This design comes from an exercise in tuning for small area, a short achievable clock period and few clock cycles per item on the open sky130 flow, not from production work. Only simulation tests tie the RTL to the original design; equivalence was not proved. No activity file was given, so power comes from the tool's default toggle rates.

$ cat flow/run.sh
#!/bin/bash
# synth_recipe.tcl (not shown) runs the flow's synth.tcl, then flattens the netlist and writes it again
# the make line also repeats each setting of config.mk as NAME=value (left out here)
make -C /OpenROAD-flow-scripts/flow DESIGN_CONFIG=/design/flow/config.mk WORK_HOME=/design/flow/orfs CLKGATE_MAP_FILE= SYNTH_SCRIPT=/design/flow/synth_recipe.tcl finish
$ cat flow/constraint.sdc
create_clock -name core_clock -period 5.0 [get_ports {clk}]
set_input_delay 1.0000 -clock core_clock [delete_from_list [all_inputs] [get_ports {clk}]]
set_output_delay 1.0000 -clock core_clock [all_outputs]
set_load 0.01 [all_outputs]
$ cat flow/design.v
module MyDesign #(parameter OUTPUT_LENGTH       = 16,
                  parameter MAX_MESSAGE_LENGTH  = 55,
                  parameter NUMBER_OF_Ks        = 64,
                  parameter NUMBER_OF_Hs        = 8 ,
                  parameter SYMBOL_WIDTH        = 8  )
            (
            output reg                                   dut__xxx__finish     ,
            input  wire                                  xxx__dut__go         ,  
            input  wire  [ $clog2(MAX_MESSAGE_LENGTH):0] xxx__dut__msg_length ,
            output reg  [ $clog2(MAX_MESSAGE_LENGTH)-1:0]   dut__msg__address  ,   
            output reg                                      dut__msg__enable   ,  
            output reg                                      dut__msg__write    ,  
            input  wire [7:0]                               msg__dut__data     ,   
            output reg  [ $clog2(NUMBER_OF_Ks)-1:0]     dut__kmem__address  ,   
            output reg                                  dut__kmem__enable   ,   
            output reg                                  dut__kmem__write    ,   
            input  wire [31:0]                          kmem__dut__data     ,   
            output reg  [ $clog2(NUMBER_OF_Hs)-1:0]     dut__hmem__address  ,   
            output reg                                  dut__hmem__enable   ,   
            output reg                                  dut__hmem__write    ,   
            input  wire [31:0]                          hmem__dut__data     ,   
            output reg  [ $clog2(OUTPUT_LENGTH)-1:0]    dut__dom__address  ,
            output reg  [31:0]                          dut__dom__data     ,   
            output reg                                  dut__dom__enable   ,
            output reg                                  dut__dom__write    ,
            input  wire                 clk             ,
            input  wire                 reset  
            );
	localparam reset_wait_state = 4'b0001;
	localparam read_state = 4'b0010;
	localparam param_state = 4'b0100;
	localparam write_state = 4'b1000;
	reg [3:0] current_state;
	reg go;
	reg [7:0] data;
	reg [5:0] length;
	reg my_reset;
	reg [31:0] kmem;
	reg [31:0] hmem;
	reg [511:0] M1;
	reg [5:0] count;
	reg [4:0] index;
	always @ (posedge clk) begin
		my_reset <= reset;
		go <= xxx__dut__go;
		data <= msg__dut__data;
		length <= xxx__dut__msg_length;
		kmem <= kmem__dut__data; 
		hmem <= hmem__dut__data; 
		case (current_state) 
			reset_wait_state: begin
				dut__xxx__finish <= 1'b0; 	 
				dut__msg__address <= 0;		 
				dut__msg__enable <= 1'b0;	 
				dut__msg__write <= 1'b0;	 
				dut__kmem__address <= 0;  	 
                                dut__kmem__enable <= 1'b0;   	 
                                dut__kmem__write  <= 1'b0;    	 
                                dut__hmem__address <= 0;  	 
                                dut__hmem__enable <= 1'b0;   	 
                                dut__hmem__write  <= 1'b0;    	 
                                dut__dom__address <= 0;		 
                                dut__dom__data    <= 0;		 
                                dut__dom__enable  <= 1'b0;	 
                                dut__dom__write   <= 1'b0;	 
                                M1 <= 0;
                 		count <= 0;
                 		index <= 0;
                                if (go) begin
                                	dut__msg__address <= count;	 
					dut__msg__enable <= 1'b1;	 
					dut__msg__write <= 1'b0;	 
					count <= count + 1;
                                	current_state <= read_state;
                                end
			end  
			read_state: begin
				if (count <= length + 1) begin
					M1[511-((count-1)*8) -: 8] <= data;
					count <= count + 1;
					if (count <= length - 1) begin
						dut__msg__address <= count;	 
						dut__msg__enable <= 1'b1;	 
						dut__msg__write <= 1'b0;	 
					end 
				end
				else begin
					dut__msg__enable <= 1'b0;	 
					dut__msg__write <= 1'b0;	 
					M1 <= M1 << 8;
					current_state <= param_state;
				end
			end  
			param_state: begin
				M1[511-(8*length)] <= 1'b1;
				M1[31 -: 32] <= length * 8;
				current_state <= write_state;
			end  
			write_state: begin
				if (index <= 15) begin
					dut__dom__address <= index;				 
                             		dut__dom__data    <= M1[511-(index*32) -: 32];		 
                              		dut__dom__enable  <= 1'b1;				 
                                	dut__dom__write   <= 1'b1;				 
                                	M1 <= M1;
                                	index <= index + 1;
                                	current_state <= write_state;
                                end else begin
                                	dut__dom__enable  <= 1'b0;				 
                                	dut__dom__write   <= 1'b0;				 
                                	dut__xxx__finish <= 1;
                                	current_state <= reset_wait_state;
                                end
			end  
		endcase  
		if (my_reset) begin
			current_state <= reset_wait_state;
		end
	end  
endmodule  
$ cat flow/config.mk
export PLATFORM = sky130hd
export DESIGN_NAME = MyDesign
export DESIGN_NICKNAME = MyDesign
export VERILOG_FILES = /design/flow/design.v
export SDC_FILE = /design/flow/constraint.sdc
export NUM_CORES = 4
export LEC_CHECK = 0
export CAP_MARGIN = 20
export CORE_MARGIN = 2
export CORE_UTILIZATION = 40
export SLEW_MARGIN = 20
==> impl_metrics.csv <==
group,metric,value,unit
clocking,clock_latency,0.66,ns
setup_path,crit_required,5.40,ns
route,first_pass_iters,6,
floorplanning,rows,109,
yosys,synth_most_common_cell,"edfxtp_1",
yosys,synth_area_leaders,"edfxtp_1, a221o_1, mux4_2",
sta,rsz0062_at_grt,"yes",
sta,fin_crit_sh,98.02,%
yosys,netlist_area,35840,µm²
yosys,synth_common_cells,"edfxtp_1, a221o_1, clkbuf_1",
setup_path,rrSetupSlack,0.1,ns
clocking,cts_tree,"done",
clocking,ctsHoldBuffers,0,
sta,clock_skew,0.04645,ns
setup_path,crit_path_max_fanout,9,
yosys,synthMuxAreaShare,11.01,%
grt,grt_max_degree,144,
route,vias,31290,
grt,antenna_found_initial,5,
setup_path,crit_type,"reg2reg",
yosys,synthArstFlopShare,0,%
yosys,synth_warnings,1,
flow_run,drv_cap,0,
place,gp_congestion,1.002,
power_and_ir_drop,irDropWorstVdd,406.1,µV
yosys,synth_top_area_cell,"edfxtp_1",
setup_path,reg2reg_from,"count[0]",
grt,grt_usage,32.72,%
sta,max_freq,204.0,MHz
sta,fin_crit,4.901,ns
sta,setup_viol,0,
yosys,synth_top_area_share,47.59,%
setup_path,cp-end-kind,"register",
floorplanning,die_y,303.3,µm
floorplanning,num_io_pins,142,
route,first_iter_violations,5046,
route,antenna_left,0,
floorplanning,start_util,40.43,%
yosys,ys.flop_type,"edfxtp_1",
setup_path,r2r-end,"M1[430]",
sta,maxSlewHeadroom,16.04,%
yosys,syn_inst,3169,
yosys,synthAdderAreaFrac,1.012,%
place,portBuffers,62,
final_layout,final_cell_count_no_fill,4476,
sta,fin_ws,0.09910,ns
yosys,postSynthAreaPerCell,11.31,µm²
grt,grt_pass1_vias,29540,
floorplanning,die_x,303.3,µm
run_status,status,"complete, no violations",
place,preCtsSetupSlack,0.06885,ns
route,drc,0,
power_and_ir_drop,p_per_area,686.3,nW/µm²
final_layout,fin_nets,3364,
yosys,ys_types,83,
route,routed_wl,152.8,mm
route,post_drt_wl_per_cell,34.15,µm
sta,tightest_slew,1.257,ns
clocking,clockBufferDepth,3,
yosys,synthSimpleGateAreaFrac,12.02,%
final_layout,fillCellCount,8115,
floorplanning,coreArea,88650,µm²
yosys,ys_ff_latch,588,
final_layout,syn_to_final_growth,15.61,%
place,dpl.cell_count,4340,
clocking,clock-sinks,588,
sta,final_max_slew_viol_count,0,
grt,grt_remaining_overflow,0,
worst_hold_path,min_to,"current_state[3]",
yosys,synth_compound_area_share,22.35,%
place,dp_hpwl,106.2,mm
route,vias_per_cell,6.990,
yosys,seq_area_frac_synth,48.70,%
worst_hold_path,holdPathStages,1,
floorplanning,dieArea,92020,µm²
grt,grt_pass1_wl,216.9,mm
worst_hold_path,holdCritPathClass,"reg2reg",
sta,hold_viol,0,
clocking,clkSlewWorstSetupHoldPaths,0.06,ns
worst_hold_path,hold_start,"my_reset",
yosys,synth_top_family_by_area,"compound AO/OA/AOI/OAI gates",
yosys,synth_edf_count,568,
final_layout,drive_above_1_share,17.07,%
clocking,cts_htree_levels,3,
yosys,synthXorXnorAreaFrac,0.5655,%
setup_path,worstSetupStartpointType,"register",
clocking,clockRootBuffer,"clkbuf_16",
setup_path,worstRegToRegCells,10,
setup_path,cp.arrival,5.30,ns
clocking,cts_made_buffers,72,
power_and_ir_drop,p_leak,0.01501,µW
per-stage QoR:
step	hold WS (ns)	total power (µW)	TNS, ns	instance area (µm²)	util [%]
floorplan	0.4228	16230	-1941.12	35930	-
global placement	0.4532	22130	0	38900	43.88
detailed placement	0.4614	22370	0	38930	43.91
CTS	0.4697	27860	0	41320	46.61
global route	0.5259	29260	-0.03990	41430	46.74
finish	0.4687	28440	0	41440	46.74
metal layers:
layer	share of wire (%)	global-route usage, %
met3	13	9.560
met4	4.6	13.14
met2	44	49.31
met1	38	44.27
met5	0.026	0
layout make-up:
class	instances	area, µm²	share of cell area, %
well taps	1165	1458	3.518
multi-input cells	2208	17150	41.38
flip-flops and latches	588	17460	42.14
clock buffers	89	1897	4.578
inverters	75	281.5	0.6794
diodes	1	2.502	0.006039
repair buffers	308	2693	6.498
clock inverters	42	496.7	1.199
cells by family (layout without fill, tap and decap cells):
family          count (synthesis)  in the layout
compound gates               1036           1036
xor+xnor                       20             20
fa+ha+maj                      29             29
buf+inv                       390            514
flops                         588            588
mux                           269            269
other cells                     2             20
simple gates                  835            835
power breakdown:
part	internal [µW]	leakage, µW	total (µW)	switching, µW
Sequential	8310	0.00608	10400	2070
Combinational	4050	0.00776	12500	8490
Clock	3230	0.00118	5510	2280
sequential cells by signal, summed over array words and instances (netlist names):
name               flops
M1                   512
dut__dom__data        32
data                   8
count                  6
dut__msg__address      6
length                 6
index                  5
current_state          4
dut__dom__address      4
dut__dom__enable       1
dut__msg__enable       1
dut__xxx__finish       1
go                     1
my_reset               1
repair_timing:
item | in CTS | in global routing
setup endpoints to repair | 0 | 70
resized for setup | 0 | 11
buffers inserted | 0 | 3
cells in the final DEF, fill, tap and decap left out, types with 34 or more instances in the layout:
cell type        count
mux2i_1            140
a221o_1            274
nand3_1             53
a22oi_1             76
nor3_1             126
a21o_1              64
clkdlybuf4s50_1     62
clkbuf_16           73
nor4_1              61
and2_1              81
nand2_1            120
buf_4              228
o21ai_0            111
a22o_1              53
a211oi_1            34
mux4_2              96
nor2_1             227
o221ai_1            58
inv_1               73
a21oi_1            216
edfxtp_1           568
worst max path at each step:
stage,start,slack (ns),end,depth (start not counted)
floorplan,current_state[0],-3.77,M1[0],5
global placement,count[0],0.21,M1[197],16
detailed placement,count[0],0.07,M1[196],16
CTS,count[0],0.03,M1[196],16
global route,count[0],-0.01,M1[196],17
finish,count[0],0.1,M1[430],10
critical path: stages (launching register included):
cell      delay (ns)
edfxtp_1        0.45
inv_1           0.19
ha_1            0.31
nor2b_1         0.21
buf_4           0.17
a21boi_0        0.43
xnor3_1         0.52
nand3_1         0.48
nor4_4          1.15
o21ai_1         0.46
a21o_1          0.29
Testbench counts, summed over its fixed seeds: cycles 19,194, messages 384.

-- separate check: timing with driven ports --
No port has a modelled driver above. Below, the same layout with a new extraction and two added sets of constraints.
Step 1: set_driving_cell puts a clkbuf_16 on clk and a buf_2 on each other input, an assumption about the parent block.
Step 2, shift: input delay + t, output delay - t, t = (earliest + latest rising clock arrival at the registers) / 2. This alone moves slack from input paths to output paths.
Three values: no drivers, after step 1, after step 2; two values: the first two.
shift t [ns]: 0.707
setup slack, ns: 0.099 / 0.099 / 0.099
worst setup path after step 2: register to register
worst data-port slew with drivers (ns): 0.05
pins driven straight from the clock port: 1
After both steps this run still meets setup and hold. The setup slack of this run moves by 0.000 ns with the drivers and by 0.000 ns with both steps.
